From an optimization exercise on the open Yosys and OpenROAD flow, aimed at small area; shortcuts taken in it are not production practice. RTL that was checked went through simulation tests only; none was proved equivalent to the original. Only the layout flow was run in run 1; the RTL was not checked for function there. Power and IR drop assume default switching activity.

## flow/design.v

```verilog
`timescale 1ns/1ps
module Font_ROM (
  input  wire [3:0] char_idx,    
  input  wire [2:0] row_idx,     
  output reg  [7:0] bits         
);
always @(*) begin
  case (char_idx)
    4'd0:  
      case (row_idx)
        3'd0: bits = 8'b00111100;
        3'd1: bits = 8'b01000010;
        3'd2: bits = 8'b01000000;
        3'd3: bits = 8'b01001110;
        3'd4: bits = 8'b01000010;
        3'd5: bits = 8'b01000010;
        3'd6: bits = 8'b01000110;
        3'd7: bits = 8'b00111000;
      endcase
    4'd1:  
      case (row_idx)
        3'd0: bits = 8'b00011000;
        3'd1: bits = 8'b00100100;
        3'd2: bits = 8'b01000010;
        3'd3: bits = 8'b01000010;
        3'd4: bits = 8'b01111110;
        3'd5: bits = 8'b01000010;
        3'd6: bits = 8'b01000010;
        3'd7: bits = 8'b01000010;
      endcase
    4'd2:  
      case (row_idx)
        3'd0: bits = 8'b01000010;
        3'd1: bits = 8'b01100110;
        3'd2: bits = 8'b01011010;
        3'd3: bits = 8'b01000010;
        3'd4: bits = 8'b01000010;
        3'd5: bits = 8'b01000010;
        3'd6: bits = 8'b01000010;
        3'd7: bits = 8'b01000010;
      endcase
    4'd3:  
      case (row_idx)
        3'd0: bits = 8'b01111110;
        3'd1: bits = 8'b01000000;
        3'd2: bits = 8'b01000000;
        3'd3: bits = 8'b01111100;
        3'd4: bits = 8'b01000000;
        3'd5: bits = 8'b01000000;
        3'd6: bits = 8'b01000000;
        3'd7: bits = 8'b01111110;
      endcase
    4'd4:  
      bits = 8'b00000000;
    4'd5:  
      case (row_idx)
        3'd0: bits = 8'b00111100;
        3'd1: bits = 8'b01000010;
        3'd2: bits = 8'b01000010;
        3'd3: bits = 8'b01000010;
        3'd4: bits = 8'b01000010;
        3'd5: bits = 8'b01000010;
        3'd6: bits = 8'b01000010;
        3'd7: bits = 8'b00111100;
      endcase
    4'd6:  
      case (row_idx)
        3'd0: bits = 8'b01000010;
        3'd1: bits = 8'b01000010;
        3'd2: bits = 8'b01000010;
        3'd3: bits = 8'b01000010;
        3'd4: bits = 8'b01000010;
        3'd5: bits = 8'b00100100;
        3'd6: bits = 8'b00100100;
        3'd7: bits = 8'b00011000;
      endcase
    4'd7:  
      case (row_idx)
        3'd0: bits = 8'b01111110;
        3'd1: bits = 8'b01000000;
        3'd2: bits = 8'b01000000;
        3'd3: bits = 8'b01111100;
        3'd4: bits = 8'b01000000;
        3'd5: bits = 8'b01000000;
        3'd6: bits = 8'b01000000;
        3'd7: bits = 8'b01111110;
      endcase
    4'd8:  
      case (row_idx)
        3'd0: bits = 8'b01111100;
        3'd1: bits = 8'b01000010;
        3'd2: bits = 8'b01000010;
        3'd3: bits = 8'b01111100;
        3'd4: bits = 8'b01010000;
        3'd5: bits = 8'b01001000;
        3'd6: bits = 8'b01000100;
        3'd7: bits = 8'b01000010;
      endcase
    default:
      bits = 8'b00000000;
  endcase
end
endmodule
`timescale 1ns/1ps
module SnakeTop (
  input  wire        clk,
  input  wire        btnC,
  input  wire        PS2Clk,
  input  wire        PS2Data,
  output wire [6:0]  seg,
  output wire [3:0]  an,
  output wire        dp,
  output reg  [3:0]  vgaRed,
  output reg  [3:0]  vgaGreen,
  output reg  [3:0]  vgaBlue,
  output wire        Hsync,
  output wire        Vsync
);
  reg [6:0] db_cnt;
  reg       db_max_q;
  reg       rst;
  wire      db_max = (db_cnt == 7'h7f);
  always @(posedge clk) begin
    db_max_q <= db_max;
    if (btnC) begin
      if (!db_max) db_cnt <= db_cnt + 7'd1;
    end else begin
      if (db_cnt != 7'd0) db_cnt <= db_cnt - 7'd1;
    end
    rst <= db_max & ~db_max_q;
  end
  reg       ps2c_s1, ps2c_s2, ps2c_s3, ps2d_s1, ps2d_s2;
  always @(posedge clk) begin
    if (rst) begin
      ps2c_s1 <= 1'b1; ps2c_s2 <= 1'b1; ps2c_s3 <= 1'b1;
      ps2d_s1 <= 1'b1; ps2d_s2 <= 1'b1;
    end else begin
      ps2c_s1 <= PS2Clk; ps2c_s2 <= ps2c_s1; ps2c_s3 <= ps2c_s2;
      ps2d_s1 <= PS2Data; ps2d_s2 <= ps2d_s1;
    end
  end
  wire ps2_fall = ps2c_s3 & ~ps2c_s2;
  reg [3:0] bit_count;
  reg [9:1] shift_reg;
  reg       got_make, skip_next, ps2_pulse, sync1, keyPressed;
  reg [7:0] scancode;
  wire [7:0] data_byte = shift_reg[8:1];
  always @(posedge clk) begin
    if (rst) begin
      bit_count <= 4'd0;
      shift_reg <= 9'd0;
      got_make  <= 1'b0;
      skip_next <= 1'b0;
      ps2_pulse <= 1'b0;
      scancode  <= 8'd0;
      sync1     <= 1'b0;
      keyPressed <= 1'b0;
    end else begin
      ps2_pulse  <= 1'b0;
      sync1      <= ps2_pulse;
      keyPressed <= sync1;
      if (ps2_fall) begin
        if (bit_count == 4'd10) begin
          if (data_byte == 8'hE0) begin
          end else if (data_byte == 8'hF0) begin
            skip_next <= 1'b1;
            got_make  <= 1'b0;
          end else if (skip_next) begin
            skip_next <= 1'b0;
          end else if (!got_make || data_byte != scancode) begin
            scancode  <= data_byte;
            ps2_pulse <= 1'b1;
            got_make  <= 1'b1;
          end
        end
        shift_reg <= {ps2d_s2, shift_reg[9:2]};
        bit_count <= (bit_count == 4'd10) ? 4'd0 : bit_count + 4'd1;
      end
    end
  end
  reg [1:0] direction;
  reg [1:0] nd;
  always @(*) begin
    nd = direction;
    if (keyPressed) begin
      case (scancode)
        8'h75: nd = 2'd0;
        8'h74: nd = 2'd1;
        8'h73: nd = 2'd2;
        8'h6B: nd = 2'd3;
        default: ;
      endcase
      if (nd == (direction ^ 2'b10)) nd = direction;
    end
  end
  always @(posedge clk) begin
    if (rst) direction <= 2'd0;
    else     direction <= nd;
  end
  reg [8:0] tick;
  reg       frame_tick, eaten_latched, gameover;
  wire      food_eaten;
  wire      collision;
  wire      update = frame_tick & ~gameover;
  always @(posedge clk) begin
    if (rst) begin
      tick <= 9'd0;
      frame_tick <= 1'b0;
      eaten_latched <= 1'b0;
      gameover <= 1'b0;
    end else begin
      if (tick == 9'd499) begin
        tick <= 9'd0;
        frame_tick <= 1'b1;
      end else begin
        tick <= tick + 9'd1;
        frame_tick <= 1'b0;
      end
      if (food_eaten) eaten_latched <= 1'b1;
      else if (frame_tick) eaten_latched <= 1'b0;
      if (update & collision) gameover <= 1'b1;
    end
  end
  wire score_inc = update & eaten_latched;
  reg        upd_s1, upd_s2, eat_s1, grow_req;
  reg [6:0]  len;
  reg [12:0] snake_head;
  wire       grow = grow_req & (len != 7'd100);
  reg [6:0]  px, py;
  wire [12:0] pf = py * 7'd100 + px;
  reg [6:0]  tx, ty;
  reg [1:0]  tdir;
  reg [1:0]  Q [0:99];
  wire [1:0] tap = Q[99];
  reg [6:0]  kk;
  reg        ins_pend;
  reg [1:0]  d_pend;
  wire       insert = ins_pend & (kk == 7'd0);
  reg        walking, stepwalk, rowwalk, rowpend, steppend;
  reg        coll_flag;
  reg [17:0] hit;               
  reg [1:0]  widx;              
  wire       k_live = (kk < len);
  wire       proc = walking & k_live;
  reg [12:0] la;                
  reg [12:0] G;
  wire       la_fb = la[12] ^ la[3] ^ la[2] ^ la[0];
  wire       G_fb = G[12] ^ G[3] ^ G[2] ^ G[0];
  wire [17:0] E;
  assign E[17:5] = G;
  genvar gm;
  generate for (gm = 0; gm < 5; gm = gm + 1) begin : EXT
    assign E[4-gm] = E[17-gm] ^ E[8-gm] ^ E[7-gm] ^ E[5-gm];
  end endgenerate
  wire [18:0] X;
  assign X[12:0] = G;
  generate for (gm = 0; gm < 6; gm = gm + 1) begin : BACK
    assign X[13+gm] = X[gm] ^ X[gm+4] ^ X[gm+3] ^ X[gm+1];
  end endgenerate
  wire [12:0] Gback6 = X[18:6];
  wire walk_end = walking & (kk == 7'd0);
  wire chain = walk_end & stepwalk & (widx != 2'd2);
  wire step_go = steppend & (tick >= 9'd21);
  wire start_walk = chain |
                    ((kk == 7'd0) & ~ins_pend & (tick >= 9'd3) & (tick <= 9'd399) &
                     (rowpend | step_go));
  reg [1:0] dsel;
  always @(*) dsel = update ? direction : tap;
  reg [6:0]  nx, ny;
  always @(*) begin
    nx = px; ny = py;
    case (dsel)
      2'd0: ny = py - 7'd1;
      2'd1: nx = px + 7'd1;
      2'd2: ny = py + 7'd1;
      default: nx = px - 7'd1;
    endcase
  end
  integer i;
  always @(posedge clk) begin
    for (i = 99; i > 0; i = i - 1) Q[i] <= Q[i-1];
    Q[0] <= insert ? d_pend : tap;
    if (rst) begin
      Q[0] <= 2'd1; Q[1] <= 2'd1; Q[2] <= 2'd1;
    end
  end
  always @(posedge clk) begin
    if (rst) begin
      upd_s1 <= 1'b0; upd_s2 <= 1'b0; eat_s1 <= 1'b0; grow_req <= 1'b0;
      len <= 7'd4;
      snake_head <= 13'd3750;
      px <= 7'd50; py <= 7'd37;
      tx <= 7'd47; ty <= 7'd37; tdir <= 2'd1;
      kk <= 7'd0;
      ins_pend <= 1'b0;
      walking <= 1'b0; stepwalk <= 1'b0; rowwalk <= 1'b0; steppend <= 1'b1;
      widx <= 2'd0;
      coll_flag <= 1'b0;
    end else begin
      upd_s1 <= update;
      upd_s2 <= upd_s1;
      eat_s1 <= food_eaten;
      if (eat_s1) grow_req <= 1'b1;
      else if (upd_s1) grow_req <= 1'b0;
      if (update) begin
        d_pend <= direction;
        ins_pend <= 1'b1;
        steppend <= 1'b1;
      end else if (insert) ins_pend <= 1'b0;
      if (!insert) kk <= (kk == 7'd0) ? 7'd99 : kk - 7'd1;
      if (upd_s1) begin
        if (grow) len <= len + 7'd1;
        snake_head <= pf;
        if (!grow) begin
          case (tdir)
            2'd0: ty <= ty - 7'd1;
            2'd1: tx <= tx + 7'd1;
            2'd2: ty <= ty + 7'd1;
            default: tx <= tx - 7'd1;
          endcase
        end
      end
      if (walking) begin
        if (kk == len - 7'd1) tdir <= tap;
        if (kk == 7'd0) walking <= 1'b0;
        if (proc && kk != 7'd0 && pf == snake_head) coll_flag <= 1'b1;
      end
      if (start_walk) begin
        px <= tx; py <= ty;
        walking <= 1'b1;
        if (chain) begin
          widx <= widx + 2'd1;
        end else begin
          stepwalk <= step_go;
          widx <= 2'd0;
          if (step_go) steppend <= 1'b0;
        end
        rowwalk <= rowpend;
        coll_flag <= 1'b0;
      end else if (update | (proc & (kk != 7'd0))) begin
        px <= nx; py <= ny;
      end
    end
  end
  wire hit_en = proc & stepwalk & ((kk != len - 7'd1) | grow);
  wire [5:0] eq;
  generate for (gm = 0; gm < 6; gm = gm + 1) begin : EQ
    assign eq[gm] = (pf == E[17-gm -: 13]);
  end endgenerate
  integer j;
  always @(posedge clk) begin
    for (j = 0; j < 18; j = j + 1) begin
      if (start_walk & ~chain & step_go)
        hit[j] <= 1'b0;
      else if (hit_en && widx == (17 - j) / 6 && eq[j % 6])
        hit[j] <= 1'b1;
    end
  end
  always @(posedge clk) begin
    if (rst) la <= 13'h9fa;
    else     la <= {la[11:0], la_fb};
    if (tick == 9'd21) G <= la;
    else if (chain) G <= Gback6;
    else if (tick >= 9'd3 && tick <= 9'd20) G <= {G[11:0], G_fb};
  end
  wire wall = (direction == 2'd3 && px == 7'd0) || (direction == 2'd1 && px == 7'd99) ||
              (direction == 2'd0 && py == 7'd0) || (direction == 2'd2 && py == 7'd74);
  assign collision = coll_flag | wall;
  reg        fsearch;
  reg [12:0] food_pos;
  assign food_eaten = (snake_head == food_pos);
  wire [4:0] hidx = tick[4:0] - 5'd3;
  wire accept = fsearch & (G < 13'd7500) & (G != snake_head) &
                ((tick >= 9'd21) | ~hit[hidx]);
  always @(posedge clk) begin
    if (rst) begin
      fsearch <= 1'b0;
      food_pos <= 13'd0;
    end else begin
      if (!fsearch) begin
        if (food_eaten) fsearch <= 1'b1;
      end else if (accept) begin
        fsearch <= 1'b0;
        food_pos <= G;
      end
    end
  end
  reg [15:0] score;
  always @(posedge clk) begin
    if (rst) score <= 16'd0;
    else if (score_inc) begin
      if (score[3:0] != 4'd9) score[3:0] <= score[3:0] + 4'd1;
      else begin
        score[3:0] <= 4'd0;
        if (score[7:4] != 4'd9) score[7:4] <= score[7:4] + 4'd1;
        else begin
          score[7:4] <= 4'd0;
          if (score[11:8] != 4'd9) score[11:8] <= score[11:8] + 4'd1;
          else begin
            score[11:8] <= 4'd0;
            if (score[15:12] != 4'd9) score[15:12] <= score[15:12] + 4'd1;
            else score[15:12] <= 4'd0;
          end
        end
      end
    end
  end
  reg [26:0] free_counter;
  always @(posedge clk) begin
    if (rst) free_counter <= 27'd0;
    else     free_counter <= free_counter + 27'd1;
  end
  wire [19:0] clkdiv = free_counter[19:0];
  reg [3:0]  digit;
  reg [6:0]  a_to_g;
  wire [1:0] s = clkdiv[19:18];
  always @(posedge clk) begin
    case (s)
      2'd0: digit <= score[3:0];
      2'd1: digit <= score[7:4];
      2'd2: digit <= score[11:8];
      default: digit <= score[15:12];
    endcase
  end
  always @(*) begin
    case (digit)
      4'd0: a_to_g = 7'b1000000;
      4'd1: a_to_g = 7'b1111001;
      4'd2: a_to_g = 7'b0100100;
      4'd3: a_to_g = 7'b0110000;
      4'd4: a_to_g = 7'b0011001;
      4'd5: a_to_g = 7'b0010010;
      4'd6: a_to_g = 7'b0000010;
      4'd7: a_to_g = 7'b1111000;
      4'd8: a_to_g = 7'b0000000;
      4'd9: a_to_g = 7'b0010000;
      4'hA: a_to_g = 7'b0111111;
      4'hB: a_to_g = 7'b1111111;
      4'hC: a_to_g = 7'b1110111;
      default: a_to_g = 7'b0000000;
    endcase
  end
  assign seg = a_to_g;
  assign an  = ~(4'b0001 << s);
  assign dp  = ~(s == 2'd2);
  wire       pix_div = free_counter[0];
  reg [10:0] hcount;
  reg [9:0]  vcount;
  reg [7:0]  XCoord;
  reg [6:0]  YCoord;
  wire       pix_en = ~pix_div;
  assign Hsync = ~((hcount >= 11'd857) && (hcount <= 11'd976));
  assign Vsync = ~((hcount == 11'd0) ? ((vcount >= 10'd638) && (vcount <= 10'd643))
                                     : ((vcount >= 10'd637) && (vcount <= 10'd642)));
  wire       visible = (hcount < 11'd800) && (vcount < 10'd600);
  reg [3:0]  pr, pg, pb;
  always @(posedge clk) begin
    if (rst) begin
      hcount <= 11'd0; vcount <= 10'd0;
      vgaRed <= 4'h0; vgaGreen <= 4'h0; vgaBlue <= 4'h0;
      XCoord <= 8'd0; YCoord <= 7'd0;
    end else begin
      if (pix_en) begin
        if (hcount == 11'd1039) begin
          hcount <= 11'd0;
          if (vcount == 10'd665) vcount <= 10'd0;
          else vcount <= vcount + 10'd1;
        end else
          hcount <= hcount + 11'd1;
        if (visible) begin
          vgaRed <= pr; vgaGreen <= pg; vgaBlue <= pb;
        end else begin
          vgaRed <= 4'h0; vgaGreen <= 4'h0; vgaBlue <= 4'h0;
        end
        XCoord <= hcount[10:3];
        YCoord <= vcount[9:3];
      end
    end
  end
  reg [99:0] M;           
  reg        S1;          
  reg        S0;          
  wire       hblank = (hcount >= 11'd800);
  wire [6:0] Rm = (vcount == 10'd665 && hblank) ? 7'd0 :
                  (vcount[9:3] + {6'd0, (vcount[2:0] == 3'd7) && hblank});
  wire row_trig = pix_en && (hcount == 11'd799) &&
                  (((vcount[2:0] == 3'd7) && (vcount < 10'd600)) || (vcount == 10'd665));
  wire       tail_clr = upd_s1 & ~grow;
  wire       wp_en  = (proc & rowwalk) | tail_clr | upd_s2;
  wire       wp_val = ~tail_clr;
  wire [6:0] wx = tail_clr ? tx : px;
  wire [6:0] wy = tail_clr ? ty : py;
  wire       w_row = wp_en & (wy == Rm);
  wire       clr_mask = start_walk & rowpend;
  always @(posedge clk) begin
    if (rst) begin
      M <= 100'd0;
      S1 <= 1'b0;
      S0 <= 1'b0;
      rowpend <= 1'b0;
    end else begin
      if (row_trig) begin
        rowpend <= 1'b1;
      end else if (start_walk) rowpend <= 1'b0;
      if (clr_mask) begin
        M <= 100'd0;
        S1 <= 1'b0;
        S0 <= 1'b0;
      end else begin
        for (i = 0; i < 100; i = i + 1)
          if (w_row && wx == i) M[i] <= wp_val;
        if (wp_en && wx == 7'd29 && wy == Rm + 7'd1) S1 <= wp_val;
        if (wp_en && wx == 7'd37 && wy == 7'd2) S0 <= wp_val;
      end
    end
  end
  wire [3:0] fade = free_counter[26:23];
  wire [12:0] cur_pos = YCoord * 7'd100 + XCoord;
  wire special = (XCoord == 8'd129);
  wire mbit = special ? ((vcount == 10'd0) ? S0 : ((vcount[2:0] == 3'd0) ? M[29] : S1))
                      : M[XCoord[6:0]];
  wire snake_pixel = mbit | (cur_pos == snake_head);
  wire food_pixel  = (cur_pos == food_pos);
  wire       in_text = (XCoord >= 8'd14) && (XCoord < 8'd86) && (YCoord >= 7'd33) && (YCoord < 7'd41);
  wire [7:0] xo = XCoord - 8'd14;
  wire [6:0] yo = YCoord - 7'd33;
  wire [7:0] font_bits;
  Font_ROM font_rom (
    .char_idx(in_text ? xo[6:3] : 4'd0),
    .row_idx (in_text ? yo[2:0] : 3'd0),
    .bits    (font_bits)
  );
  wire txt_on = in_text & font_bits[~xo[2:0]];
  always @(*) begin
    if (gameover) begin
      pr = txt_on ? fade : ~fade;
      pg = pr;
      pb = pr;
    end else if (snake_pixel) begin
      pr = 4'h0; pg = 4'hF; pb = 4'h0;
    end else if (food_pixel) begin
      pr = 4'hF; pg = 4'h0; pb = 4'h0;
    end else begin
      pr = 4'h0; pg = 4'h0; pb = 4'h0;
    end
  end
endmodule
```

## flow/flow/run.sh

```bash
#!/bin/bash
# Standard ORFS layout, except that:
#  - the combinational logic of the standard synthesis netlist is re-mapped by
#    ABC for area; registers (names and cell types) are left as they are, and
#    the result is proven equivalent to the standard netlist (registers cut)
#    before it is used;
#  - CTS inserts no dummy loads and uses clkbuf_8 sink clusters;
#  - port buffers are buf_1.
set -euo pipefail
R=orfs/results/$FLOW_PLATFORM/SnakeTop/base
LIB=$FLOW_HOME/platforms/$FLOW_PLATFORM/lib/sky130_fd_sc_hd__tt_025C_1v80.lib
bash standard.sh synth > synth.log 2>&1
cp $R/1_2_yosys.v std_synth.v
DONT=$(grep -oE 'sky130_fd_sc_hd__(probe|probec|lpflow)_[a-z0-9_]+' $FLOW_HOME/platforms/$FLOW_PLATFORM/config.mk | sort -u | tr '\n' ' ')
REGS=$(grep -oE '^\s*sky130_fd_sc_hd__(dfxtp|edfxtp|dfxbp|dfrtp|dfrbp|dfstp|dfsbp|dfbbp|dfbbn|sdf|sedf|dlx|dlrtp)[a-z0-9_]*' std_synth.v | tr -d ' ' | sort -u | tr '\n' ' ')
KEEP="$REGS sky130_fd_sc_hd__conb_1"
echo "registers: $REGS" > reopt_cells.txt
ok=0
if LIB=$LIB IN_V=std_synth.v OUT_V=reopt.v TOP=$FLOW_TOP KEEP_CELLS="$KEEP" DONT_USE="$DONT" \
     ABC_SCRIPT=flow/area.abc yosys -c flow/reopt.tcl > reopt.log 2>&1; then
  python3 flow/cut.py std_synth.v std_cut.v "$REGS" > cut.log 2>&1
  python3 flow/cut.py reopt.v reopt_cut.v "$REGS" >> cut.log 2>&1
  if LIB=$LIB GOLD_V=std_cut.v GATE_V=reopt_cut.v TOP=$FLOW_TOP \
       yosys -c flow/eqv.tcl > eqv.log 2>&1; then
    ok=1
  fi
fi
if [[ $ok == 1 ]]; then
  echo "using the re-mapped netlist" > netlist_choice.txt
  cp reopt.v $R/1_2_yosys.v
  rm -f $R/1_synth.odb $R/1_synth.sdc
else
  echo "re-mapping failed or not proven equivalent; using the standard netlist" > netlist_choice.txt
fi
CTS_ARGS="-sink_clustering_enable -repair_clock_nets -dont_use_dummy_load -sink_clustering_size 16 -sink_clustering_max_diameter 60 -buf_list sky130_fd_sc_hd__clkbuf_8"
bash standard.sh "CTS_ARGS=$CTS_ARGS" "BUFFER_PORTS_ARGS=-buffer_cell sky130_fd_sc_hd__buf_1" finish > layout.log 2>&1
```

## flow/flow/area.abc

```
strash
ifraig
scorr
dc2
strash
dch -f
amap
strash
dch -f
amap
```

## flow/flow/cut.py

```python
# Turn every register instance of a netlist into cut points: its Q becomes a
# primary input and its data/enable inputs become primary outputs, so that two
# netlists with the same registers can be compared combinationally.
import re, sys
src, dst, cells = sys.argv[1], sys.argv[2], sys.argv[3].split()
s = open(src).read()
m = re.search(r'module\s+(\S+)\s*\((.*?)\);', s, re.S)
ports = [p.strip() for p in m.group(2).split(',') if p.strip()]
newports, decls = [], []
def repl(mm):
    typ, name, body = mm.group(1), mm.group(2), mm.group(3)
    if typ not in cells: return mm.group(0)
    pins = dict((p, v.strip()) for p, v in re.findall(r'\.(\w+)\(([^()]*)\)', body))
    key = re.sub(r'[^A-Za-z0-9_]', '_', name)
    out = []
    for p, v in pins.items():
        if p in ('CLK',): continue
        if p in ('Q', 'Q_N'):
            n = 'cutq_%s_%s' % (key, p); newports.append(n); decls.append('  input %s;' % n)
            out.append('  assign %s = %s ;' % (v, n))
        else:
            n = 'cutd_%s_%s' % (key, p); newports.append(n); decls.append('  output %s;' % n)
            out.append('  assign %s = %s ;' % (n, v))
    return '\n'.join(out)
body = re.sub(r'^\s*(sky130_fd_sc_hd__\w+)\s+(\S+)\s*\((.*?)\);', repl, s[m.end():], flags=re.S | re.M)
hdr = 'module %s(%s);\n' % (m.group(1), ', '.join(ports + newports)) + '\n'.join(decls) + '\n'
open(dst, 'w').write(s[:m.start()] + hdr + body)
```

## flow/flow/eqv.tcl

```tcl
yosys -import
read_liberty -ignore_miss_func $::env(LIB)
read_verilog $::env(GOLD_V)
yosys rename $::env(TOP) gold
read_verilog $::env(GATE_V)
yosys rename $::env(TOP) gate
hierarchy -check
flatten gold gate
opt_clean
miter -equiv -flatten -make_assert -ignore_gold_x gold gate miter
hierarchy -top miter
sat -verify -prove-asserts -show-ports miter
```

## flow/flow/reopt.tcl

```tcl
# Re-map the combinational logic of the standard synthesis netlist for area.
# Flip-flops (and tie cells) are kept as they are, with their names and cell types.
yosys -import
set lib $::env(LIB)
read_liberty -ignore_miss_func $lib
read_verilog $::env(IN_V)
hierarchy -top $::env(TOP)
set keep {}
foreach c [split $::env(KEEP_CELLS)] { if {$c ne ""} { lappend keep $c } }
foreach c $keep { setattr -mod -set keep_hierarchy 1 $c }
flatten
foreach c $keep { blackbox $c }
yosys rename -hide w:*.*
opt -full -purge
set dont {}
foreach c [split $::env(DONT_USE)] { if {$c ne ""} { lappend dont -dont_use $c } }
abc -script $::env(ABC_SCRIPT) -liberty $lib {*}$dont
splitnets
opt_clean -purge
hilomap -singleton -hicell sky130_fd_sc_hd__conb_1 HI -locell sky130_fd_sc_hd__conb_1 LO
insbuf -buf sky130_fd_sc_hd__buf_4 A X
opt_clean -purge
select -assert-none t:$*
tee -o reopt_stat.txt stat -liberty $lib
write_verilog -noattr -nohex -nodec $::env(OUT_V)
```

## flow/standard.sh

```bash
#!/bin/bash
# synth_recipe.tcl (not shown) runs the flow's synth.tcl, then flattens the netlist and writes it again
# the make line also repeats each setting of config.mk as NAME=value (left out here)
make -C /OpenROAD-flow-scripts/flow DESIGN_CONFIG=/design/flow/config.mk WORK_HOME=/design/flow/orfs CLKGATE_MAP_FILE= SYNTH_SCRIPT=/design/flow/synth_recipe.tcl "${@:-finish}"
```

## flow/config.mk

```make
export PLATFORM = sky130hd
export DESIGN_NAME = SnakeTop
export DESIGN_NICKNAME = SnakeTop
export VERILOG_FILES = /design/flow/design.v
export SDC_FILE = /design/flow/constraint.sdc
export NUM_CORES = 4
export LEC_CHECK = 0
export CAP_MARGIN = 10
export CORE_MARGIN = 2
export CORE_UTILIZATION = 60
export CTS_BUF_LIST = sky130_fd_sc_hd__clkbuf_8
export CTS_CLUSTER_DIAMETER = 60
export CTS_CLUSTER_SIZE = 16
export PLACE_DENSITY = 0.75
export SLEW_MARGIN = 10
```

## flow/constraint.sdc

```tcl
create_clock -name core_clock -period 10.0 [get_ports {clk}]
set_input_delay 2.0000 -clock core_clock [delete_from_list [all_inputs] [get_ports {clk}]]
set_output_delay 2.0000 -clock core_clock [all_outputs]
set_load 0.01 [all_outputs]
```

==> results of run 1 <==
worst min-delay path by stage:
stage,from,to,slack [ps],cells past startpoint
after floorplan,Q[9][0]$_DFF_P_,Q[10][0]$_DFF_P_,310,0
after global placement,Q[30][1]$_DFF_P_,Q[31][1]$_DFF_P_,310,0
after detailed placement,Q[91][1]$_DFF_P_,Q[92][1]$_DFF_P_,310,0
after CTS,Q[21][1]$_DFF_P_,Q[22][1]$_DFF_P_,320,0
after global routing,Q[27][0]$_DFF_P_,Q[28][0]$_DFF_P_,330,0
final,Q[21][1]$_DFF_P_,Q[22][1]$_DFF_P_,330,0
per-layer routing:
| layer | track usage (%) | up-vias | share of wire [%] |
|---|---|---|---|
| li1 | - | 10932 | - |
| met1 | 42.2 | 10465 | 43 |
| met2 | 49.5 | 1070 | 45 |
| met3 | 5.71 | 196 | 8.9 |
| met4 | 12.6 | 0 | 3.6 |
| met5 | 0 | - | 0 |
final cells by class:
type	instances	area, µm²
flip-flops and latches	584	11900
well taps	525	657
fillers	3435	14000
diodes	1	2.50
multi-input cells	2051	11000
clock buffers	46	633
inverters	324	1220
repair buffers	54	297
critical path, stage by stage, from the launching register on:
cell                       delay (ps)
sky130_fd_sc_hd__dfxtp_1          620
sky130_fd_sc_hd__clkinv_1         580
sky130_fd_sc_hd__nor2_1           230
sky130_fd_sc_hd__buf_4            300
sky130_fd_sc_hd__clkinv_1         670
sky130_fd_sc_hd__o22ai_1          590
sky130_fd_sc_hd__clkinv_1         170
sky130_fd_sc_hd__nor2_1           130
sky130_fd_sc_hd__a22oi_1           70
sky130_fd_sc_hd__or4_1            680
sky130_fd_sc_hd__nor4_1           410
sky130_fd_sc_hd__clkinv_1         730
sky130_fd_sc_hd__o21ai_0          390
sky130_fd_sc_hd__o21a_1           160
sky130_fd_sc_hd__nor2_1            30
power by group through the flow:
stage | Clock [mW] | Combinational, mW | Sequential, mW
after floorplan | 0 | 2.70 | 3.30
after global placement | 0 | 3.60 | 3.42
after detailed placement | 0 | 3.68 | 3.44
after CTS | 1.16 | 3.70 | 3.39
after global routing | 1.24 | 4.20 | 3.47
final | 1.13 | 3.82 | 3.40
==> flow_results.xml, run 1 <==
<?xml version="1.0" encoding="UTF-8"?>
<metrics>
  <group name="die">
    <metric name="die-height" unit="µm">204</metric>
    <metric name="initial_utilization" unit="%">60.7</metric>
    <metric name="die_area" unit="mm²">0.0417</metric>
    <metric name="fp.coreArea" unit="mm²">0.0396</metric>
    <metric name="die_x" unit="µm">204</metric>
    <metric name="top_ports" unit="">30</metric>
    <metric name="row_count" unit="">73</metric>
  </group>
  <group name="power">
    <metric name="switching_share" unit="%">45.0</metric>
    <metric name="cellPowerDensity" unit="mW/mm²">325</metric>
    <metric name="comb_power_share" unit="%">45.7</metric>
    <metric name="vdd_ir_drop_max" unit="mV">0.244</metric>
    <metric name="clock_network_fraction_of_design_power" unit="%">13.5</metric>
    <metric name="power.static_leakage" unit="nW">8.69</metric>
    <metric name="intPower" unit="mW">4.59</metric>
    <metric name="p_switching" unit="mW">3.75</metric>
    <metric name="seq_power_share" unit="%">40.8</metric>
    <metric name="p_total" unit="mW">8.35</metric>
  </group>
  <group name="critical_path">
    <metric name="critical_path_peak_fanout" unit="">28</metric>
    <metric name="critPathLaunchType" unit="">flip-flop</metric>
    <metric name="critPathLaunch" unit="">upd_s1$_SDFF_PP0_</metric>
    <metric name="rrSetupSlack" unit="ps">3980</metric>
    <metric name="critical_path_required" unit="ps">10420</metric>
    <metric name="reg2regPathDepth" unit="">14</metric>
    <metric name="reg2reg_from" unit="">upd_s1$_SDFF_PP0_</metric>
    <metric name="criticalPathCategory" unit="">flip-flop to flip-flop</metric>
    <metric name="crit_arrival" unit="ps">6440</metric>
    <metric name="worst_setup_path_endpoint" unit="">M[12]$_SDFFE_PP0P_</metric>
    <metric name="setup.worst_path.end_class" unit="">flip-flop</metric>
    <metric name="worstReg2RegEnd" unit="">M[12]$_SDFFE_PP0P_</metric>
  </group>
  <group name="placement">
    <metric name="dpl_worst_slack" unit="ps">4240</metric>
    <metric name="place.gp.congestion" unit="">0.984</metric>
    <metric name="dp.cells" unit="">3538</metric>
    <metric name="hpwlAfterDp" unit="mm">46.5</metric>
    <metric name="dpl-instance-area" unit="mm²">0.0250</metric>
    <metric name="io_buffers" unit="">29</metric>
  </group>
  <group name="worst_hold_path">
    <metric name="min-delay-path-class" unit="">flip-flop to flip-flop</metric>
  </group>
  <group name="routing">
    <metric name="routed_wire_length_per_instance" unit="µm">18.5</metric>
    <metric name="detailed_route_wl" unit="mm">66.3</metric>
    <metric name="first_pass_iters" unit="">8</metric>
    <metric name="final_antenna_net_count" unit="">0</metric>
    <metric name="drc" unit="">0</metric>
    <metric name="via_count" unit="">22663</metric>
    <metric name="dr.first_iter.drc_count" unit="">2669</metric>
    <metric name="vias_per_cell" unit="">6.32</metric>
  </group>
  <group name="synth">
    <metric name="avgSynthCellArea" unit="µm²">8.13</metric>
    <metric name="ys.warnings.count" unit="">3</metric>
    <metric name="netlist_area" unit="mm²">0.0241</metric>
    <metric name="post_synth_inst_count" unit="">2960</metric>
    <metric name="synthesis.nets" unit="">2964</metric>
  </group>
  <group name="clock_tree">
    <metric name="cts_made_buffers" unit="">46</metric>
    <metric name="clk_transition_reported_paths" unit="ps">90</metric>
    <metric name="hold_buffers_post_cts" unit="">0</metric>
    <metric name="cts-root-to-sink-buffers" unit="">3</metric>
    <metric name="cts_tree" unit="">done</metric>
    <metric name="post_cts_resize_count" unit="">0</metric>
    <metric name="cts_setup_buffers" unit="">0</metric>
    <metric name="cts_root_buffer" unit="">sky130_fd_sc_hd__clkbuf_8</metric>
    <metric name="clock_insertion_delay_worst_skew" unit="ps">660</metric>
    <metric name="htreeDepth" unit="">2</metric>
    <metric name="clock_sink_count" unit="">584</metric>
  </group>
  <group name="layout">
    <metric name="reg.largest.list" unit="">Q x200, M x100, free_counter x27</metric>
    <metric name="syn2layout_area_growth" unit="%">6.65</metric>
    <metric name="largest_reg_flops" unit="">200</metric>
    <metric name="layout-drive-gt1-share" unit="%">2.45</metric>
    <metric name="final_cell_mix" unit="">sky130_fd_sc_hd__nor2_1, sky130_fd_sc_hd__dfxtp_1, sky130_fd_sc_hd__clkinv_1</metric>
    <metric name="instances_no_fill" unit="">3585</metric>
    <metric name="largest_register" unit="">Q</metric>
    <metric name="finish.utilization" unit="%">64.8</metric>
    <metric name="finish.net_count" unit="">3065</metric>
    <metric name="final_design_area_no_fill" unit="mm²">0.0257</metric>
    <metric name="mostFrequentLayoutCell" unit="">sky130_fd_sc_hd__nor2_1</metric>
  </group>
  <group name="sta">
    <metric name="totalNegativeSetupSlack" unit="ps">0</metric>
    <metric name="min_period_over_period" unit="%">60.2</metric>
    <metric name="slew_headroom" unit="%">19.2</metric>
    <metric name="worst_clock_skew" unit="ps">85.3</metric>
    <metric name="unrepaired_setup_endpoints_after_global_routing" unit="">false</metric>
    <metric name="fmax" unit="MHz">166</metric>
    <metric name="worst_slack" unit="ps">3980</metric>
    <metric name="final_period_minus_worst_setup_slack" unit="ps">6020</metric>
    <metric name="worst-slew-pin-transition" unit="ps">1210</metric>
    <metric name="setup_viol" unit="">0</metric>
    <metric name="finalHoldWorstSlack" unit="ps">326</metric>
    <metric name="final_number_of_max_transition_violations" unit="">0</metric>
    <metric name="final-hold-violation-count" unit="">0</metric>
  </group>
  <group name="global_route">
    <metric name="grt_pass1_wl" unit="mm">106</metric>
    <metric name="number_of_global_route_vias_before_repair" unit="">20856</metric>
    <metric name="gr-total-overflow" unit="">0</metric>
    <metric name="globalRouteTotalUtil" unit="%">31.2</metric>
    <metric name="grt_max_degree" unit="">100</metric>
    <metric name="grt_antenna_before_repair" unit="">2</metric>
  </group>
  <group name="outcome">
    <metric name="result_of_the_run" unit="">timing/DRC/antenna clean</metric>
  </group>
  <group name="job">
    <metric name="max-cap-violations" unit="">0</metric>
  </group>
</metrics>
==> run 2: changes to the inputs <==
--- a/flow/design.v
+++ b/flow/design.v
@@ -446,19 +446,23 @@
   wire       pix_div = free_counter[0];
   reg [10:0] hcount;
   reg [9:0]  vcount;
-  reg [7:0]  XCoord;
-  reg [6:0]  YCoord;
+  reg        fresh;               
+  wire [7:0] hc_m1 = hcount[10:3] - {7'd0, hcount[2:0] == 3'd0};
+  wire [6:0] vc_m1 = vcount[9:3] - {6'd0, vcount[2:0] == 3'd0};
+  wire [7:0] XCoord = fresh ? 8'd0 : (hcount == 11'd0) ? 8'd129 : hc_m1;
+  wire [6:0] YCoord = fresh ? 7'd0 :
+                      (hcount == 11'd0) ? ((vcount == 10'd0) ? 7'd83 : vc_m1) : vcount[9:3];
   wire       pix_en = ~pix_div;
   assign Hsync = ~((hcount >= 11'd857) && (hcount <= 11'd976));
   assign Vsync = ~((hcount == 11'd0) ? ((vcount >= 10'd638) && (vcount <= 10'd643))
                                      : ((vcount >= 10'd637) && (vcount <= 10'd642)));
   wire       visible = (hcount < 11'd800) && (vcount < 10'd600);
   reg [3:0]  pr, pg, pb;
+  always @(posedge clk) fresh <= rst;
   always @(posedge clk) begin
     if (rst) begin
       hcount <= 11'd0; vcount <= 10'd0;
       vgaRed <= 4'h0; vgaGreen <= 4'h0; vgaBlue <= 4'h0;
-      XCoord <= 8'd0; YCoord <= 7'd0;
     end else begin
       if (pix_en) begin
         if (hcount == 11'd1039) begin
@@ -472,8 +476,6 @@
         end else begin
           vgaRed <= 4'h0; vgaGreen <= 4'h0; vgaBlue <= 4'h0;
         end
-        XCoord <= hcount[10:3];
-        YCoord <= vcount[9:3];
       end
     end
   end
==> run 2 against run 1 <==
  * Non-clock buffer count is 2 higher
  * Fmax is 26% lower
  * Final cell count is 0.78% higher
  * Clock power hardly changed
  * Combinational power hardly changed
  * Clock skew is 15 ps higher
  * Sequential power is 2% lower
  * Critical path type unchanged
  * Critical path depth is 21 higher
==> flow_results.xml, run 2 <==
<?xml version="1.0" encoding="UTF-8"?>
<metrics>
  <group name="outcome">
    <metric name="result_of_the_run" unit="">timing/DRC/antenna clean</metric>
  </group>
  <group name="routing">
    <metric name="drc" unit="">0</metric>
    <metric name="routedLengthMet1" unit="mm">28.2</metric>
    <metric name="routed_wire_length_per_instance" unit="µm">18.7</metric>
    <metric name="detailed_route_wl" unit="mm">67.4</metric>
    <metric name="met2_wl" unit="mm">31.0</metric>
    <metric name="dr.first_iter.drc_count" unit="">2407</metric>
    <metric name="highest-signal-layer" unit="">met4</metric>
    <metric name="route.met3.wl" unit="mm">5.13</metric>
    <metric name="vias_per_cell" unit="">6.38</metric>
    <metric name="first_pass_iters" unit="">6</metric>
    <metric name="final_antenna_net_count" unit="">0</metric>
    <metric name="via_count" unit="">23033</metric>
  </group>
  <group name="sta">
    <metric name="fmax" unit="MHz">123</metric>
    <metric name="worst-slew-pin-transition" unit="ps">1190</metric>
    <metric name="setup_viol" unit="">0</metric>
    <metric name="min_period_over_period" unit="%">81.5</metric>
    <metric name="finalHoldWorstSlack" unit="ps">296</metric>
    <metric name="totalNegativeSetupSlack" unit="ps">0</metric>
    <metric name="unrepaired_setup_endpoints_after_global_routing" unit="">false</metric>
    <metric name="final_period_minus_worst_setup_slack" unit="ps">8150</metric>
    <metric name="final_number_of_max_transition_violations" unit="">0</metric>
    <metric name="slew_headroom" unit="%">20.1</metric>
    <metric name="worst_clock_skew" unit="ps">99.9</metric>
    <metric name="final-hold-violation-count" unit="">0</metric>
  </group>
  <group name="power">
    <metric name="comb_power_share" unit="%">46.0</metric>
    <metric name="switching_share" unit="%">45.4</metric>
    <metric name="cellPowerDensity" unit="mW/mm²">320</metric>
    <metric name="clock_network_fraction_of_design_power" unit="%">13.6</metric>
    <metric name="power.static_leakage" unit="nW">9.06</metric>
    <metric name="p_switching" unit="mW">3.73</metric>
    <metric name="p_total" unit="mW">8.23</metric>
    <metric name="intPower" unit="mW">4.50</metric>
    <metric name="seq_power_share" unit="%">40.4</metric>
    <metric name="vdd_ir_drop_max" unit="mV">0.241</metric>
  </group>
  <group name="die">
    <metric name="die_x" unit="µm">204</metric>
    <metric name="top_ports" unit="">30</metric>
    <metric name="row_count" unit="">73</metric>
    <metric name="die-height" unit="µm">204</metric>
    <metric name="initial_utilization" unit="%">60.8</metric>
    <metric name="fp.coreArea" unit="mm²">0.0396</metric>
    <metric name="die_area" unit="mm²">0.0418</metric>
  </group>
  <group name="critical_path">
    <metric name="crit_arrival" unit="ps">8640</metric>
    <metric name="setup.worst_path.end_class" unit="">flip-flop</metric>
    <metric name="critPathLaunchType" unit="">flip-flop</metric>
    <metric name="critical_path_required" unit="ps">10490</metric>
    <metric name="critical_path_peak_fanout" unit="">14</metric>
    <metric name="criticalPathCategory" unit="">flip-flop to flip-flop</metric>
    <metric name="cpMaxStageDelayCell" unit="">sky130_fd_sc_hd__nor2b_1</metric>
    <metric name="cpPeakStageDelay" unit="ps">670</metric>
    <metric name="crit_top_cell" unit="">sky130_fd_sc_hd__nor2_1</metric>
  </group>
  <group name="global_route">
    <metric name="number_of_global_route_vias_before_repair" unit="">21507</metric>
    <metric name="globalRouteTotalUtil" unit="%">31.9</metric>
    <metric name="grt_max_degree" unit="">97</metric>
    <metric name="gr-total-overflow" unit="">0</metric>
    <metric name="grt_pass1_wl" unit="mm">109</metric>
    <metric name="grt_antenna_before_repair" unit="">0</metric>
  </group>
  <group name="worst_hold_path">
    <metric name="min-delay-path-class" unit="">flip-flop to flip-flop</metric>
  </group>
  <group name="synth">
    <metric name="netlist_area" unit="mm²">0.0241</metric>
    <metric name="ys.warnings.count" unit="">3</metric>
    <metric name="synthesis.nets" unit="">2990</metric>
    <metric name="avgSynthCellArea" unit="µm²">8.06</metric>
    <metric name="post_synth_inst_count" unit="">2986</metric>
  </group>
  <group name="layout">
    <metric name="layout-drive-gt1-share" unit="%">2.56</metric>
    <metric name="final_cell_mix" unit="">sky130_fd_sc_hd__nor2_1, sky130_fd_sc_hd__dfxtp_1, sky130_fd_sc_hd__clkinv_1</metric>
    <metric name="antenna_cells_inserted" unit="">0</metric>
    <metric name="mostFrequentLayoutCell" unit="">sky130_fd_sc_hd__nor2_1</metric>
    <metric name="finish.net_count" unit="">3094</metric>
    <metric name="largest_register" unit="">Q</metric>
    <metric name="syn2layout_area_growth" unit="%">6.78</metric>
    <metric name="reg.largest.list" unit="">Q x200, M x100, free_counter x27</metric>
    <metric name="largest_reg_flops" unit="">200</metric>
  </group>
  <group name="clock_tree">
    <metric name="hold_buffers_post_cts" unit="">0</metric>
    <metric name="post_cts_resize_count" unit="">0</metric>
    <metric name="htreeDepth" unit="">2</metric>
    <metric name="cts_made_buffers" unit="">47</metric>
    <metric name="clock_sink_count" unit="">570</metric>
    <metric name="clk_transition_reported_paths" unit="ps">100</metric>
    <metric name="clock_insertion_delay_worst_skew" unit="ps">680</metric>
    <metric name="cts_setup_buffers" unit="">0</metric>
    <metric name="cts_root_buffer" unit="">sky130_fd_sc_hd__clkbuf_8</metric>
    <metric name="cts-root-to-sink-buffers" unit="">3</metric>
    <metric name="cts_tree" unit="">done</metric>
  </group>
  <group name="placement">
    <metric name="place.gp.congestion" unit="">0.966</metric>
    <metric name="io_buffers" unit="">29</metric>
    <metric name="hpwlAfterDp" unit="mm">47.7</metric>
  </group>
  <group name="job">
    <metric name="max-cap-violations" unit="">0</metric>
  </group>
</metrics>
run 2: worst paths after layout:
| path | from | to | slack, ps | cells past startpoint |
|---|---|---|---|---|
| setup / recovery | hcount[0]$_SDFFE_PP0N_ | vgaRed[1]$_SDFFE_PP0N_ | 1850 | 35 |
| hold / removal | Q[55][1]$_DFF_P_ | Q[56][1]$_DFF_P_ | 300 | 0 |
| setup reg to reg | hcount[0]$_SDFFE_PP0N_ | vgaRed[1]$_SDFFE_PP0N_ | 1850 | 35 |
| hold reg to reg | Q[55][1]$_DFF_P_ | Q[56][1]$_DFF_P_ | 300 | 0 |
run 2: final cells by class:
cell class / instances / area, µm²
fillers: 3444 / 13900
flip-flops and latches: 570 / 11600
well taps: 525 / 657
multi-input cells: 2068 / 11200
inverters: 347 / 1300
repair buffers: 56 / 312
clock buffers: 47 / 647
run 2: layer usage:
metal  global-route usage (%)  vias up
met5                        0        -
met4                     14.5        0
met3                     5.10      239
met2                     52.7     1054
met1                     41.1    10635
li1                         -    11105
run 2: worst max-delay path: cells and delay by family (launching register included):
kind / cells / cell delay (ps)
and+or+nand+nor: 20 / 4030
DFF: 1 / 340
AOI/OAI and AO/OA: 8 / 1980
buffers and inverters: 7 / 1660
run 2: power groups by stage:
stage | registers, mW | logic (mW) | clock network, mW
global route | 3.38 | 4.12 | 1.22
detailed placement | 3.35 | 3.65 | 0
finish | 3.32 | 3.79 | 1.12
floorplan | 3.22 | 2.59 | 0
CTS | 3.30 | 3.67 | 1.14
global placement | 3.33 | 3.56 | 0
run 2: metrics by stage:
step,setup slack (ps),utilization [%],instances,area (µm²)
after floorplan,1120,-,2986,24100
after global placement,2270,63.2,3566,25100
after detailed placement,2050,63.2,3566,25100
after CTS,1970,64.9,3613,25700
after global routing,714,64.9,3613,25700
final,1850,64.9,3613,25700
==> run 3: changes to the inputs <==
--- a/flow/design.v
+++ b/flow/design.v
@@ -110,9 +110,9 @@
   output wire [6:0]  seg,
   output wire [3:0]  an,
   output wire        dp,
-  output reg  [3:0]  vgaRed,
-  output reg  [3:0]  vgaGreen,
-  output reg  [3:0]  vgaBlue,
+  output wire [3:0]  vgaRed,
+  output wire [3:0]  vgaGreen,
+  output wire [3:0]  vgaBlue,
   output wire        Hsync,
   output wire        Vsync
 );
@@ -198,24 +198,19 @@
     else     direction <= nd;
   end
   reg [8:0] tick;
-  reg       frame_tick, eaten_latched, gameover;
+  reg       fresh;               
+  reg       eaten_latched, gameover;
+  wire      frame_tick = (tick == 9'd0) & ~fresh;
   wire      food_eaten;
   wire      collision;
   wire      update = frame_tick & ~gameover;
   always @(posedge clk) begin
     if (rst) begin
       tick <= 9'd0;
-      frame_tick <= 1'b0;
       eaten_latched <= 1'b0;
       gameover <= 1'b0;
     end else begin
-      if (tick == 9'd499) begin
-        tick <= 9'd0;
-        frame_tick <= 1'b1;
-      end else begin
-        tick <= tick + 9'd1;
-        frame_tick <= 1'b0;
-      end
+      tick <= (tick == 9'd499) ? 9'd0 : tick + 9'd1;
       if (food_eaten) eaten_latched <= 1'b1;
       else if (frame_tick) eaten_latched <= 1'b0;
       if (update & collision) gameover <= 1'b1;
@@ -446,7 +441,6 @@
   wire       pix_div = free_counter[0];
   reg [10:0] hcount;
   reg [9:0]  vcount;
-  reg        fresh;               
   wire [7:0] hc_m1 = hcount[10:3] - {7'd0, hcount[2:0] == 3'd0};
   wire [6:0] vc_m1 = vcount[9:3] - {6'd0, vcount[2:0] == 3'd0};
   wire [7:0] XCoord = fresh ? 8'd0 : (hcount == 11'd0) ? 8'd129 : hc_m1;
@@ -457,12 +451,19 @@
   assign Vsync = ~((hcount == 11'd0) ? ((vcount >= 10'd638) && (vcount <= 10'd643))
                                      : ((vcount >= 10'd637) && (vcount <= 10'd642)));
   wire       visible = (hcount < 11'd800) && (vcount < 10'd600);
-  reg [3:0]  pr, pg, pb;
+  reg        c_grey, c_r, c_g;
+  reg [3:0]  c_v;
+  wire       txt_on;
+  wire       snake_pixel, food_pixel;
+  wire [3:0] fade;
+  assign vgaRed   = c_grey ? c_v : {4{c_r}};
+  assign vgaGreen = c_grey ? c_v : {4{c_g}};
+  assign vgaBlue  = c_grey ? c_v : 4'h0;
   always @(posedge clk) fresh <= rst;
   always @(posedge clk) begin
     if (rst) begin
       hcount <= 11'd0; vcount <= 10'd0;
-      vgaRed <= 4'h0; vgaGreen <= 4'h0; vgaBlue <= 4'h0;
+      c_grey <= 1'b0; c_r <= 1'b0; c_g <= 1'b0;
     end else begin
       if (pix_en) begin
         if (hcount == 11'd1039) begin
@@ -471,11 +472,10 @@
           else vcount <= vcount + 10'd1;
         end else
           hcount <= hcount + 11'd1;
-        if (visible) begin
-          vgaRed <= pr; vgaGreen <= pg; vgaBlue <= pb;
-        end else begin
-          vgaRed <= 4'h0; vgaGreen <= 4'h0; vgaBlue <= 4'h0;
-        end
+        c_grey <= visible & gameover;
+        c_g    <= visible & ~gameover & snake_pixel;
+        c_r    <= visible & ~gameover & ~snake_pixel & food_pixel;
+        c_v    <= txt_on ? fade : ~fade;
       end
     end
   end
@@ -516,13 +516,13 @@
       end
     end
   end
-  wire [3:0] fade = free_counter[26:23];
+  assign fade = free_counter[26:23];
   wire [12:0] cur_pos = YCoord * 7'd100 + XCoord;
   wire special = (XCoord == 8'd129);
   wire mbit = special ? ((vcount == 10'd0) ? S0 : ((vcount[2:0] == 3'd0) ? M[29] : S1))
                       : M[XCoord[6:0]];
-  wire snake_pixel = mbit | (cur_pos == snake_head);
-  wire food_pixel  = (cur_pos == food_pos);
+  assign snake_pixel = mbit | (cur_pos == snake_head);
+  assign food_pixel  = (cur_pos == food_pos);
   wire       in_text = (XCoord >= 8'd14) && (XCoord < 8'd86) && (YCoord >= 7'd33) && (YCoord < 7'd41);
   wire [7:0] xo = XCoord - 8'd14;
   wire [6:0] yo = YCoord - 7'd33;
@@ -532,18 +532,5 @@
     .row_idx (in_text ? yo[2:0] : 3'd0),
     .bits    (font_bits)
   );
-  wire txt_on = in_text & font_bits[~xo[2:0]];
-  always @(*) begin
-    if (gameover) begin
-      pr = txt_on ? fade : ~fade;
-      pg = pr;
-      pb = pr;
-    end else if (snake_pixel) begin
-      pr = 4'h0; pg = 4'hF; pb = 4'h0;
-    end else if (food_pixel) begin
-      pr = 4'hF; pg = 4'h0; pb = 4'h0;
-    end else begin
-      pr = 4'h0; pg = 4'h0; pb = 4'h0;
-    end
-  end
+  assign txt_on = in_text & font_bits[~xo[2:0]];
 endmodule
==> flow/config.mk (replaced) <==
export PLATFORM = sky130hd
export DESIGN_NAME = SnakeTop
export DESIGN_NICKNAME = SnakeTop
export VERILOG_FILES = /design/flow/design.v
export SDC_FILE = /design/flow/constraint.sdc
export NUM_CORES = 4
export LEC_CHECK = 0
export CAP_MARGIN = 10
export CORE_MARGIN = 2
export CORE_UTILIZATION = 75
export PLACE_DENSITY = 0.9
export SLEW_MARGIN = 10
==> run 3 against run 2 <==
  * Still clean
  * Clock skew decreased by 5.4 ps
  * Via count is 8.8% higher
  * Clock-buffer cell count is 4 lower
  * Critical endpoint is now c_v[1]$_DFFE_PP_
  * Highest routed layer unchanged
==> flow_results.xml, run 3 <==
<?xml version="1.0" encoding="UTF-8"?>
<metrics>
  <group name="clock_tree">
    <metric name="clock_sink_count" unit="">564</metric>
    <metric name="cts-root-to-sink-buffers" unit="">3</metric>
    <metric name="post_cts_resize_count" unit="">0</metric>
    <metric name="cts_root_buffer" unit="">sky130_fd_sc_hd__clkbuf_8</metric>
    <metric name="clock_insertion_delay_worst_skew" unit="ps">640</metric>
    <metric name="cts_made_buffers" unit="">43</metric>
    <metric name="cts_setup_buffers" unit="">0</metric>
    <metric name="htreeDepth" unit="">2</metric>
    <metric name="cts_tree" unit="">done</metric>
    <metric name="clk_transition_reported_paths" unit="ps">100</metric>
    <metric name="hold_buffers_post_cts" unit="">0</metric>
  </group>
  <group name="layout">
    <metric name="fillerInstances" unit="">1875</metric>
    <metric name="finish.net_count" unit="">2983</metric>
    <metric name="largest_register" unit="">Q</metric>
    <metric name="mostFrequentLayoutCell" unit="">sky130_fd_sc_hd__nor2_1</metric>
    <metric name="layout-drive-gt1-share" unit="%">2.79</metric>
    <metric name="final_cell_mix" unit="">sky130_fd_sc_hd__nor2_1, sky130_fd_sc_hd__dfxtp_1, sky130_fd_sc_hd__clkinv_1</metric>
    <metric name="syn2layout_area_growth" unit="%">6.24</metric>
    <metric name="reg.largest.list" unit="">Q x200, M x100, free_counter x27</metric>
    <metric name="largest_reg_flops" unit="">200</metric>
  </group>
  <group name="die">
    <metric name="die-height" unit="µm">183</metric>
    <metric name="die_area" unit="mm²">0.0335</metric>
    <metric name="initial_utilization" unit="%">76.2</metric>
    <metric name="row_count" unit="">65</metric>
    <metric name="fp.coreArea" unit="mm²">0.0316</metric>
    <metric name="top_ports" unit="">30</metric>
    <metric name="die_x" unit="µm">183</metric>
  </group>
  <group name="global_route">
    <metric name="grt_pass1_wl" unit="mm">126</metric>
    <metric name="gr-total-overflow" unit="">0</metric>
    <metric name="grt_max_degree" unit="">92</metric>
    <metric name="number_of_global_route_vias_before_repair" unit="">24212</metric>
    <metric name="met1_usage" unit="%">53.4</metric>
    <metric name="grt_antenna_before_repair" unit="">8</metric>
    <metric name="met2_usage" unit="%">75.2</metric>
    <metric name="globalRouteTotalUtil" unit="%">46.6</metric>
    <metric name="top_usage_layer" unit="">met2</metric>
    <metric name="global_route.usage.met3" unit="%">11.6</metric>
  </group>
  <group name="sta">
    <metric name="unrepaired_setup_endpoints_after_global_routing" unit="">false</metric>
    <metric name="slew_headroom" unit="%">15.4</metric>
    <metric name="setup_viol" unit="">0</metric>
    <metric name="min_period_over_period" unit="%">67.4</metric>
    <metric name="final_number_of_max_transition_violations" unit="">0</metric>
    <metric name="worst_clock_skew" unit="ps">94.6</metric>
    <metric name="worst_slack" unit="ps">3260</metric>
    <metric name="fmax" unit="MHz">148</metric>
    <metric name="totalNegativeSetupSlack" unit="ps">0</metric>
    <metric name="final-hold-violation-count" unit="">0</metric>
    <metric name="worst-slew-pin-transition" unit="ps">1260</metric>
    <metric name="final_period_minus_worst_setup_slack" unit="ps">6740</metric>
  </group>
  <group name="routing">
    <metric name="first_pass_iters" unit="">17</metric>
    <metric name="final_antenna_net_count" unit="">0</metric>
    <metric name="dr.first_iter.drc_count" unit="">4512</metric>
    <metric name="vias_per_cell" unit="">7.40</metric>
    <metric name="routed_wire_length_per_instance" unit="µm">23.4</metric>
    <metric name="detailed_route_wl" unit="mm">79.2</metric>
    <metric name="via_count" unit="">25058</metric>
    <metric name="drc" unit="">0</metric>
  </group>
  <group name="synth">
    <metric name="ys.warnings.count" unit="">3</metric>
    <metric name="post_synth_inst_count" unit="">2876</metric>
    <metric name="netlist_area" unit="mm²">0.0240</metric>
    <metric name="avgSynthCellArea" unit="µm²">8.36</metric>
    <metric name="synthesis.nets" unit="">2880</metric>
  </group>
  <group name="critical_path">
    <metric name="crit_arrival" unit="ps">7050</metric>
    <metric name="critical_path_required" unit="ps">10310</metric>
    <metric name="critical_path_peak_fanout" unit="">7</metric>
    <metric name="cpPeakStageDelay" unit="ps">520</metric>
    <metric name="setup.worst_path.end_class" unit="">flip-flop</metric>
    <metric name="critPathLaunchType" unit="">flip-flop</metric>
    <metric name="crit_top_cell" unit="">sky130_fd_sc_hd__nor2_1</metric>
    <metric name="criticalPathCategory" unit="">flip-flop to flip-flop</metric>
    <metric name="cpMaxStageDelayCell" unit="">sky130_fd_sc_hd__o21ai_0</metric>
  </group>
  <group name="power">
    <metric name="vdd_ir_drop_max" unit="mV">0.323</metric>
    <metric name="cellPowerDensity" unit="mW/mm²">354</metric>
    <metric name="power.static_leakage" unit="nW">8.90</metric>
  </group>
  <group name="placement">
    <metric name="dpl_worst_slack" unit="ps">3590</metric>
    <metric name="place.gp.congestion" unit="">1.00</metric>
    <metric name="hpwlAfterDp" unit="mm">51.7</metric>
    <metric name="io_buffers" unit="">29</metric>
  </group>
  <group name="job">
    <metric name="max-cap-violations" unit="">0</metric>
  </group>
  <group name="worst_hold_path">
    <metric name="min-delay-path-class" unit="">flip-flop to flip-flop</metric>
  </group>
  <group name="outcome">
    <metric name="result_of_the_run" unit="">timing/DRC/antenna clean</metric>
  </group>
</metrics>
## run 3: worst max-delay path, delay by kind of cell, from the launching register on
| family | cells | cell delay [ps] |
|---|---|---|
| compound gates | 9 | 2090 |
| flops | 1 | 350 |
| buf+inv | 4 | 750 |
| simple gates | 19 | 3240 |
## run 3: layout make-up
| class | count | area [µm²] | share of cell area [%] |
|---|---|---|---|
| sequential | 564 | 11600 | 45.2 |
| multi-input combinational | 1996 | 11400 | 44.5 |
| inverter | 315 | 1180 | 4.63 |
| clock buffer | 43 | 592 | 2.32 |
| tap | 402 | 503 | 1.97 |
| timing repair buffer | 59 | 334 | 1.31 |
| antenna | 6 | 15.0 | 0.0588 |
## run 3: where the power goes
group	switching (mW)	internal (mW)	leakage, nW
sequential	0.570	2.79	4.66
combinational	3.15	1.42	3.93
clock	0.724	0.386	0.309
## run 3: final timing paths
| kind | startpoint | slack [ps] | depth (start not counted) | endpoint |
|---|---|---|---|---|
| min | Q[83][1]$_DFF_P_ | 310 | 0 | Q[84][1]$_DFF_P_ |
| max reg2reg | hcount[2]$_SDFFE_PP0N_ | 3260 | 32 | c_v[1]$_DFFE_PP_ |
| max | hcount[2]$_SDFFE_PP0N_ | 3260 | 32 | c_v[1]$_DFFE_PP_ |
| min reg2reg | Q[83][1]$_DFF_P_ | 310 | 0 | Q[84][1]$_DFF_P_ |
## run 3: metrics by stage
step / hold WS [ps] / cells / instance area [µm²] / total power, mW / util [%]
2_1_floorplan: 310 / 2876 / 24000 / 6.21 / -
3_3_place_gp: 310 / 3336 / 24900 / 7.31 / 79.0
3_5_place_dp: 312 / 3336 / 24900 / 7.58 / 79.0
4_1_cts: 310 / 3379 / 25500 / 8.72 / 80.9
5_1_grt: 316 / 3379 / 25500 / 9.44 / 80.9
6_report: 312 / 3385 / 25500 / 9.04 / 80.9
## run 3: metal layers
metal | vias up | routed length [µm]
met3 | 727 | 9420
met2 | 2256 | 35300
met1 | 11214 | 27300
li1 | 10861 | -
met5 | - | 0
met4 | 0 | 7240
==> run 4: changes to the inputs <==
--- a/flow/config.mk
+++ b/flow/config.mk
@@ -7,6 +7,9 @@
 export LEC_CHECK = 0
 export CAP_MARGIN = 10
 export CORE_MARGIN = 2
-export CORE_UTILIZATION = 75
-export PLACE_DENSITY = 0.9
+export CORE_UTILIZATION = 60
+export CTS_BUF_LIST = sky130_fd_sc_hd__clkbuf_8
+export CTS_CLUSTER_DIAMETER = 60
+export CTS_CLUSTER_SIZE = 16
+export PLACE_DENSITY = 0.75
 export SLEW_MARGIN = 10
==> run 4 against run 3 <==
  * Setup slack improved by 66 ps
  * Fmax rose by 0.98%
  * Via count shrank 10%
  * Die area is 24% higher
  * First-iteration DRC count down 48%
  * Sequential share of layout area is 0.34 points lower
  * Synthesized cell count stayed put
  * Critical path depth is 4 lower
  * Clock skew rose by 2.9 ps
  * Cell area increased by 0.75%
  * Still clean on timing, DRC and antenna
==> flow_results.xml, run 4 <==
<?xml version="1.0" encoding="UTF-8"?>
<metrics>
  <group name="critical_path">
    <metric name="critical_path_peak_fanout" unit="">15</metric>
    <metric name="critical_path_required" unit="ps">10330</metric>
    <metric name="cpPeakStageDelay" unit="ps">680</metric>
    <metric name="setup.worst_path.end_class" unit="">flip-flop</metric>
    <metric name="crit_arrival" unit="ps">7010</metric>
    <metric name="cpMaxStageDelayCell" unit="">sky130_fd_sc_hd__clkinv_1</metric>
    <metric name="critPathLaunchType" unit="">flip-flop</metric>
    <metric name="crit_top_cell" unit="">sky130_fd_sc_hd__nor2_1</metric>
    <metric name="criticalPathCategory" unit="">flip-flop to flip-flop</metric>
  </group>
  <group name="routing">
    <metric name="dr.first_iter.drc_count" unit="">2333</metric>
    <metric name="routed_wire_length_per_instance" unit="µm">18.5</metric>
    <metric name="final_antenna_net_count" unit="">0</metric>
    <metric name="drc" unit="">0</metric>
    <metric name="via_count" unit="">22429</metric>
    <metric name="detailed_route_wl" unit="mm">64.9</metric>
    <metric name="vias_per_cell" unit="">6.40</metric>
    <metric name="first_pass_iters" unit="">8</metric>
  </group>
  <group name="sta">
    <metric name="worst-slew-pin-transition" unit="ps">1050</metric>
    <metric name="final-hold-violation-count" unit="">0</metric>
    <metric name="totalNegativeSetupSlack" unit="ps">0</metric>
    <metric name="final_number_of_max_transition_violations" unit="">0</metric>
    <metric name="worst_clock_skew" unit="ps">97.5</metric>
    <metric name="slew_headroom" unit="%">29.7</metric>
    <metric name="worst_slack" unit="ps">3320</metric>
    <metric name="fmax" unit="MHz">150</metric>
    <metric name="min_period_over_period" unit="%">66.8</metric>
    <metric name="final_period_minus_worst_setup_slack" unit="ps">6680</metric>
    <metric name="setup_viol" unit="">0</metric>
    <metric name="unrepaired_setup_endpoints_after_global_routing" unit="">false</metric>
  </group>
  <group name="synth">
    <metric name="netlist_area" unit="mm²">0.0240</metric>
    <metric name="avgSynthCellArea" unit="µm²">8.36</metric>
    <metric name="ys.warnings.count" unit="">3</metric>
    <metric name="post_synth_inst_count" unit="">2876</metric>
    <metric name="synthesis.nets" unit="">2880</metric>
  </group>
  <group name="worst_hold_path">
    <metric name="min-delay-path-class" unit="">flip-flop to flip-flop</metric>
  </group>
  <group name="placement">
    <metric name="hpwlAfterDp" unit="mm">44.9</metric>
    <metric name="io_buffers" unit="">29</metric>
    <metric name="dpl-instance-area" unit="mm²">0.0251</metric>
    <metric name="place.gp.congestion" unit="">0.974</metric>
    <metric name="dp.cells" unit="">3459</metric>
    <metric name="dpl_worst_slack" unit="ps">3550</metric>
  </group>
  <group name="layout">
    <metric name="finish.net_count" unit="">2987</metric>
    <metric name="instances_no_fill" unit="">3506</metric>
    <metric name="antenna_cells_inserted" unit="">0</metric>
    <metric name="largest_register" unit="">Q</metric>
    <metric name="mostFrequentLayoutCell" unit="">sky130_fd_sc_hd__nor2_1</metric>
    <metric name="final_design_area_no_fill" unit="mm²">0.0257</metric>
    <metric name="reg.largest.list" unit="">Q x200, M x100, free_counter x27</metric>
    <metric name="largest_reg_flops" unit="">200</metric>
    <metric name="layout-drive-gt1-share" unit="%">2.95</metric>
    <metric name="fillerInstances" unit="">3407</metric>
    <metric name="final_cell_mix" unit="">sky130_fd_sc_hd__nor2_1, sky130_fd_sc_hd__dfxtp_1, sky130_fd_sc_hd__clkinv_1</metric>
    <metric name="syn2layout_area_growth" unit="%">7.04</metric>
  </group>
  <group name="clock_tree">
    <metric name="clock_insertion_delay_worst_skew" unit="ps">680</metric>
    <metric name="cts_tree" unit="">done</metric>
    <metric name="hold_buffers_post_cts" unit="">0</metric>
    <metric name="cts-root-to-sink-buffers" unit="">3</metric>
    <metric name="clock_sink_count" unit="">564</metric>
    <metric name="clk_transition_reported_paths" unit="ps">100</metric>
    <metric name="cts_root_buffer" unit="">sky130_fd_sc_hd__clkbuf_8</metric>
    <metric name="cts_made_buffers" unit="">47</metric>
    <metric name="post_cts_resize_count" unit="">0</metric>
    <metric name="cts_setup_buffers" unit="">0</metric>
    <metric name="htreeDepth" unit="">2</metric>
  </group>
  <group name="global_route">
    <metric name="grt_antenna_before_repair" unit="">0</metric>
    <metric name="gr-total-overflow" unit="">0</metric>
    <metric name="grt_max_degree" unit="">86</metric>
    <metric name="globalRouteTotalUtil" unit="%">30.9</metric>
    <metric name="number_of_global_route_vias_before_repair" unit="">21028</metric>
    <metric name="grt_pass1_wl" unit="mm">106</metric>
  </group>
  <group name="power">
    <metric name="power.static_leakage" unit="nW">8.93</metric>
    <metric name="p_total" unit="mW">8.67</metric>
    <metric name="vdd_ir_drop_max" unit="mV">0.223</metric>
    <metric name="cellPowerDensity" unit="mW/mm²">337</metric>
  </group>
  <group name="die">
    <metric name="fp.coreArea" unit="mm²">0.0396</metric>
    <metric name="initial_utilization" unit="%">60.6</metric>
    <metric name="die_x" unit="µm">204</metric>
    <metric name="top_ports" unit="">30</metric>
    <metric name="row_count" unit="">73</metric>
    <metric name="die_area" unit="mm²">0.0417</metric>
    <metric name="die-height" unit="µm">204</metric>
  </group>
  <group name="outcome">
    <metric name="result_of_the_run" unit="">timing/DRC/antenna clean</metric>
  </group>
  <group name="job">
    <metric name="max-cap-violations" unit="">0</metric>
  </group>
</metrics>
run 4: through the flow:
stage          util, %  hold WS [ps]
5_1_grt           64.9           275
3_3_place_gp      63.3           311
3_5_place_dp      63.3           312
4_1_cts           64.9           273
6_report          64.9           278
2_1_floorplan        -           310
run 4: path summary, 6_finish.rpt:
check,endpoint,cells past startpoint,slack [ps],from
worst max register to register,c_v[0]$_DFFE_PP_,28,3320,hcount[8]$_SDFFE_PP0N_
worst max-delay path,c_v[0]$_DFFE_PP_,28,3320,hcount[8]$_SDFFE_PP0N_
worst min-delay path,Q[7][1]$_DFF_P_,0,280,Q[6][1]$_DFF_P_
worst min register to register,Q[7][1]$_DFF_P_,0,280,Q[6][1]$_DFF_P_
run 4: per-layer routing:
layer / global-route usage (%) / up-vias / routed length [µm]
met5: 0 / - / 0
met1: 40.2 / 10346 / 27300
met3: 4.85 / 214 / 5030
li1: - / 10876 / -
met2: 50.6 / 993 / 29800
met4: 14.2 / 0 / 2710
run 4: cell type report:
class                           count  area [µm²]  area share [%]
Sequential cell                   564       11600            44.9
Multi-Input combinational cell   1996       11400            44.1
Inverter                          315        1180            4.60
Tap cell                          525         657            2.55
Clock buffer                       47         647            2.51
Timing Repair Buffer               59         334            1.30
run 4: power breakdown:
group          leakage [nW]  switching (mW)  internal (mW)  total (mW)
Clock                 0.338           0.695          0.419        1.11
Combinational          3.93            2.85           1.42        4.27
Sequential             4.66           0.491           2.79        3.28
Total                  8.93            4.04           4.63        8.67
run 4: worst max-delay path: cells and delay by family, from the launching register on:
kind                   cells  cell delay (ps)
AND/OR/NAND/NOR           15             3270
flip-flops                 1              490
buffers and inverters      6             1720
AO/OA/AOI/OAI              7              910

[afterwards: timing with drivers on the ports]
How much do the figures lean on ideal ports? The routed layouts below were timed once more, with nothing changed but the port constraints.
Step 1 (the two cells are an assumption about what drives the block):
set clk [get_ports {clk}]
set_driving_cell -lib_cell sky130_fd_sc_hd__clkbuf_16 $clk
set_driving_cell -lib_cell sky130_fd_sc_hd__buf_2 [delete_from_list [all_inputs] $clk]
Step 2 times the ports against the registers' clock, not the clock port: input delays grow and output delays shrink by t, the midpoint of the rising clock arrivals with the driver on.
a / b / c = ideal ports / drivers / drivers and shift; a / b = the first two.
| run | t (ns) | setup WS [ns] | worst setup path at the end | slew at the worst register clock pin (ns) |
|---|---|---|---|---|
| run 1 | 0.671 | 3.978 / 3.978 / 3.978 | register to register | 0.10 / 0.10 |
| run 2 | 0.681 | 1.851 / 1.851 / 1.851 | register to register | 0.11 / 0.11 |
| run 3 | 0.648 | 3.256 / 3.256 / 3.256 | register to register | 0.12 / 0.12 |
| run 4 | 0.686 | 3.322 / 3.322 / 3.322 | register to register | 0.11 / 0.11 |
After both steps setup and hold are still met in every run listed.
